Background: an optimization exercise with open tools, aiming at small area. Do not read the settings as production practice. In this exercise RTL edits were held to simulation tests only and were not proved equivalent to the original. Power figures rest on the tool's default switching activity, not on a simulated workload.

// pipelined_complex_mult
module pipelined_complex_mult (
    input clk,                    
    input rst,                    
    input signed [7:0] a,         
    input signed [7:0] b,         
    input signed [7:0] c,         
    input signed [7:0] d,         
    output reg signed [16:0] real_out,  
    output reg signed [16:0] imag_out   
);
export LEC_CHECK = 0
export CAP_MARGIN = 20
export CORE_MARGIN = 2
export CORE_UTILIZATION = 40
export CTS_BUF_LIST = sky130_fd_sc_hd__clkbuf_8
export GPL_TIMING_DRIVEN = 0
export SLEW_MARGIN = 20
export SYNTH_HIERARCHICAL = 1
create_clock -name core_clock -period 5.0 [get_ports {clk}]
standard.sh (not shown) runs the stock make flow with config.mk's settings and CLKGATE_MAP_FILE= SYNTH_SCRIPT=/design/flow/synth_recipe.tcl, a recipe that flattens the netlist after the stock synthesis.
==> flow/flow/run.sh <==
#!/bin/bash
# The standard layout (standard.sh), with these ORFS settings changed:
#  - BUFFER_PORTS_ARGS: buffer_ports puts the smallest buffer,
#    sky130_fd_sc_hd__buf_1, on every input and output port instead of the
#    cell it picks by default (every port still gets its buffer);
#  - CTS_ARGS: the standard clock tree synthesis arguments plus
#    -dont_use_dummy_load (no dummy clock loads for balancing);
#  - REMOVE_ABC_BUFFERS: the floorplan step removes the buffers that ABC put
#    into the synthesized netlist and leaves buffering to the resizer.
# Each tool's full output is in the logs standard.sh writes under orfs/logs;
# this script's own output goes to run.log.
set -e
cd "$(dirname "$0")/.."
export BUFFER_PORTS_ARGS="-buffer_cell sky130_fd_sc_hd__buf_1"
export CTS_ARGS="-repair_clock_nets -dont_use_dummy_load -buf_list sky130_fd_sc_hd__clkbuf_8"
export REMOVE_ABC_BUFFERS=1
bash standard.sh > run.log 2>&1
Next try:
--- a/flow/flow/run.sh
+++ b/flow/flow/run.sh
@@ -14,3 +14,3 @@
 export BUFFER_PORTS_ARGS="-buffer_cell sky130_fd_sc_hd__buf_1"
-export CTS_ARGS="-repair_clock_nets -dont_use_dummy_load -buf_list sky130_fd_sc_hd__clkbuf_8"
+export CTS_ARGS="-sink_clustering_enable -repair_clock_nets -dont_use_dummy_load -buf_list sky130_fd_sc_hd__clkbuf_8"
 export REMOVE_ABC_BUFFERS=1
What happened: Maximum frequency does not change. Wire length does not change. Clock power stays flat. Clock-buffer cell count is unchanged.
Next try:
--- a/flow/flow/run.sh
+++ b/flow/flow/run.sh
@@ -14,3 +14,3 @@
 export BUFFER_PORTS_ARGS="-buffer_cell sky130_fd_sc_hd__buf_1"
-export CTS_ARGS="-sink_clustering_enable -repair_clock_nets -dont_use_dummy_load -buf_list sky130_fd_sc_hd__clkbuf_8"
+export CTS_ARGS="-sink_clustering_enable -repair_clock_nets -dont_use_dummy_load -buf_list sky130_fd_sc_hd__clkbuf_8 -sink_buffer_max_cap_derate 1.0 -sink_clustering_size 30 -sink_clustering_max_diameter 200"
 export REMOVE_ABC_BUFFERS=1
Wire length stays the same.
Area after synthesis stays the same.
Die area does not change.
Power is unchanged.
Combinational power is about the same.
Final cell count is unchanged.
Worst setup slack is unchanged.
Next try:
--- a/flow/flow/run.sh
+++ b/flow/flow/run.sh
@@ -14,3 +14,3 @@
 export BUFFER_PORTS_ARGS="-buffer_cell sky130_fd_sc_hd__buf_1"
-export CTS_ARGS="-sink_clustering_enable -repair_clock_nets -dont_use_dummy_load -buf_list sky130_fd_sc_hd__clkbuf_8 -sink_buffer_max_cap_derate 1.0 -sink_clustering_size 30 -sink_clustering_max_diameter 200"
+export CTS_ARGS="-sink_clustering_enable -repair_clock_nets -dont_use_dummy_load -buf_list sky130_fd_sc_hd__clkbuf_8 -distance_between_buffers 200 -branching_point_buffers_distance 200"
 export REMOVE_ABC_BUFFERS=1
Outcome: Non-clock buffer count is unchanged. Cell count does not change. Worst hold slack stays flat.


the baseline:
pipelined_complex_mult, a different RTL version from the one above (not shown whole).
Size: ~750 cells after synthesis, roughly 140 flip-flops.
==> flow/config.mk <==
export PLATFORM = sky130hd
export DESIGN_NAME = pipelined_complex_mult
export DESIGN_NICKNAME = pipelined_complex_mult
export VERILOG_FILES = /design/flow/design.v
export SDC_FILE = /design/flow/constraint.sdc
export NUM_CORES = 4
export LEC_CHECK = 0
export CAP_MARGIN = 20
export CORE_MARGIN = 2
export CORE_UTILIZATION = 40
export CTS_BUF_LIST = sky130_fd_sc_hd__clkbuf_8
export GPL_TIMING_DRIVEN = 0
export SLEW_MARGIN = 20
export SYNTH_HIERARCHICAL = 1
==> flow/constraint.sdc <==
create_clock -name core_clock -period 5.0 [get_ports {clk}]
set_input_delay 1.0000 -clock core_clock [delete_from_list [all_inputs] [get_ports {clk}]]
set_output_delay 1.0000 -clock core_clock [all_outputs]
set_load 0.01 [all_outputs]
==> flow/flow/run.sh <==
#!/bin/bash
# The standard layout (standard.sh), with these ORFS settings changed:
#  - BUFFER_PORTS_ARGS: buffer_ports puts the smallest buffer,
#    sky130_fd_sc_hd__buf_1, on every input and output port instead of the
#    cell it picks by default (every port still gets its buffer);
#  - CTS_ARGS: the standard clock tree synthesis arguments plus
#    -dont_use_dummy_load (no dummy clock loads for balancing);
#  - REMOVE_ABC_BUFFERS: the floorplan step removes the buffers that ABC put
#    into the synthesized netlist and leaves buffering to the resizer.
# Each tool's full output is in the logs standard.sh writes under orfs/logs;
# this script's own output goes to run.log.
set -e
cd "$(dirname "$0")/.."
export BUFFER_PORTS_ARGS="-buffer_cell sky130_fd_sc_hd__buf_1"
export CTS_ARGS="-sink_clustering_enable -repair_clock_nets -dont_use_dummy_load -buf_list sky130_fd_sc_hd__clkbuf_8"
export REMOVE_ABC_BUFFERS=1
bash standard.sh > run.log 2>&1
The baseline closes out successfully: all stages finished, all timing, DRC and antenna checks passed.
diff inputs: the baseline => the candidate
==> flow/flow/run.sh <==
#!/bin/bash
# The standard layout (standard.sh) with these changes:
#  - buffer_ports puts the smallest buffer, sky130_fd_sc_hd__buf_1, on every
#    input and output port instead of the cell it picks by default;
#  - clock tree synthesis arguments as set below (CTS_ARGS), if any.
# Each tool's full output is in the logs standard.sh writes under orfs/logs;
# this script's own output goes to run.log.
set -e
cd "$(dirname "$0")/.."
export BUFFER_PORTS_ARGS="-buffer_cell sky130_fd_sc_hd__buf_1"
export CTS_ARGS="-sink_clustering_enable -repair_clock_nets -dont_use_dummy_load -buf_list sky130_fd_sc_hd__clkbuf_8"
export REMOVE_ABC_BUFFERS=1
bash standard.sh > run.log 2>&1
[summary]
- On final critical-path setup slack, the baseline and the candidate are basically level.
- Diff the candidate..the baseline | number of flip-flops and latches | unchanged
- [compare] base=the baseline new=the candidate: number of distinct standard cells referenced by the synthesized netlist flat, number of combinational gates with multiple inputs was more or less identical, top-level I/O count stayed essentially flat, number of hold buffers added after CTS now sits at about the same level, area fraction in and, or, nand and nor cells after synthesis has remained practically unchanged.


Another version of the RTL of pipelined_complex_mult (not shown whole).
For scale: roughly 0.010 sq mm of cells after synthesis.
Design pipelined_complex_mult, start of the top module:
module pipelined_complex_mult (
    input clk,                    
    input rst,                    
    input signed [7:0] a,         
    input signed [7:0] b,         
    input signed [7:0] c,         
    input signed [7:0] d,         
    output reg signed [16:0] real_out,  
    output reg signed [16:0] imag_out   
);
reg [7:0] a1, b1, c1, d1, a2, b2, c2, d2, c3, d3;
reg [7:0] a3, b3;
reg v1, v2;
always @(posedge clk, posedge rst)
begin
    if (rst) begin
        v1 <= 1'b0;
        v2 <= 1'b0;
        a3 <= 8'd0;
        b3 <= 8'd0;
    end else begin
        v1 <= 1'b1;
        v2 <= v1;
        a3 <= a2 & {8{v2}};
        b3 <= b2 & {8{v2}};
    end
end
always @(posedge clk)
begin
    a1 <= a; b1 <= b; c1 <= c; d1 <= d;
    a2 <= a1; b2 <= b1; c2 <= c1; d2 <= d1;
    c3 <= c2; d3 <= d2;
end
wire re_p1 = ~(a3[0] & c3[0]);
wire re_p2 = ~(a3[0] & c3[1]);
wire re_p3 = ~(a3[0] & c3[2]);
wire re_p4 = ~(a3[0] & c3[3]);
wire re_p5 = ~(a3[0] & c3[4]);
wire re_p6 = ~(a3[0] & c3[5]);
wire re_p7 = ~(a3[0] & c3[6]);
wire re_p8 = (a3[0] & c3[7]);
wire re_p9 = ~(a3[1] & c3[0]);
wire re_p10 = ~(a3[1] & c3[1]);
wire re_p11 = ~(a3[1] & c3[2]);
wire re_p12 = ~(a3[1] & c3[3]);
wire re_p13 = ~(a3[1] & c3[4]);
wire re_p14 = ~(a3[1] & c3[5]);
wire re_p15 = ~(a3[1] & c3[6]);
wire re_p16 = (a3[1] & c3[7]);
wire re_p17 = ~(a3[2] & c3[0]);
  ...
export LEC_CHECK = 0
export CAP_MARGIN = 20
export CORE_MARGIN = 2
export CORE_UTILIZATION = 40
export SLEW_MARGIN = 20
create_clock -name core_clock -period 5.0 [get_ports {clk}]
==> flow/flow/run.sh <==
#!/bin/bash
# The standard layout (standard.sh) with these changes:
#  - buffer_ports puts the smallest buffer, sky130_fd_sc_hd__buf_1, on every
#    input and output port instead of the cell it picks by default;
#  - clock tree synthesis arguments as set below (CTS_ARGS), if any.
# Each tool's full output is in the logs standard.sh writes under orfs/logs;
# this script's own output goes to run.log.
set -e
cd "$(dirname "$0")/.."
export BUFFER_PORTS_ARGS="-buffer_cell sky130_fd_sc_hd__buf_1"
export CTS_ARGS="-sink_clustering_enable -repair_clock_nets -dont_use_dummy_load -buf_list sky130_fd_sc_hd__clkbuf_8"
bash standard.sh > run.log 2>&1
==> flow/flow/ff.json <==
{"SYNTH_HIERARCHICAL": 1, "GPL_TIMING_DRIVEN": 0, "CTS_BUF_LIST": ["sky130_fd_sc_hd__clkbuf_8"]}
Change:
==> flow/flow/run.sh (replaced) <==
#!/bin/bash
set -e
cd "$(dirname "$0")/.."
export BUFFER_PORTS_ARGS="-buffer_cell sky130_fd_sc_hd__buf_1"
export RECOVER_POWER=100
cp standard.sh run_standard_copy.log
bash standard.sh > run.log 2>&1
--- a/flow/config.mk
+++ b/flow/config.mk
@@ -10,0 +11,2 @@
+export CTS_BUF_LIST = sky130_fd_sc_hd__clkbuf_8
+export GPL_TIMING_DRIVEN = 0
@@ -11,0 +14 @@
+export SYNTH_HIERARCHICAL = 1
removed: flow/flow/ff.json
After rerunning:
- The new run reached the layout checks and failed them: max-capacitance violations, max-slew violations
- power goes down by 2.8%
- cell count goes down by 13%
- sequential power stays flat

==> separate check: timing with driven ports <==
No port has a modelled driver above. Below, the same layouts with a new extraction and two added sets of constraints.
Step 1 assumes that a clkbuf_16 drives the clock port and a buf_2 every other input.
Step 2 adds t to the input delays and takes it off the output delays; t is the mean of the earliest and latest rising clock arrival at the registers after step 1. Input paths then give back, and output paths get back, about the clock's delay inside the block.
Three values: ideal, step 1, step 2; two values: the first two.
| run | t, ns | setup slack, ns | hold slack, ns | clock arrival spread, ns |
|---|---|---|---|---|
| the first run of note 1 | 0.466 | 0.288 / 0.288 / 0.288 | 0.296 / 0.296 / 0.296 | 0.045 / 0.045 |
| the second run of note 1 | 0.466 | 0.288 / 0.288 / 0.288 | 0.296 / 0.296 / 0.296 | 0.045 / 0.045 |
| the third run of note 1 | 0.466 | 0.288 / 0.288 / 0.288 | 0.296 / 0.296 / 0.296 | 0.045 / 0.045 |
| the fourth run of note 1 | 0.490 | 0.304 / 0.304 / 0.304 | 0.299 / 0.299 / 0.299 | 0.042 / 0.042 |
| the baseline | 0.480 | 0.176 / 0.176 / 0.176 | 0.308 / 0.308 / 0.308 | 0.043 / 0.044 |
| the candidate | 0.480 | 0.176 / 0.176 / 0.176 | 0.308 / 0.308 / 0.308 | 0.043 / 0.044 |
| the first run of note 3 | 0.476 | 0.111 / 0.111 / 0.111 | 0.303 / 0.303 / 0.303 | 0.041 / 0.041 |
| the second run of note 3 | 0.504 | 0.175 / 0.175 / 0.175 | 0.303 / 0.303 / 0.303 | 0.023 / 0.023 |
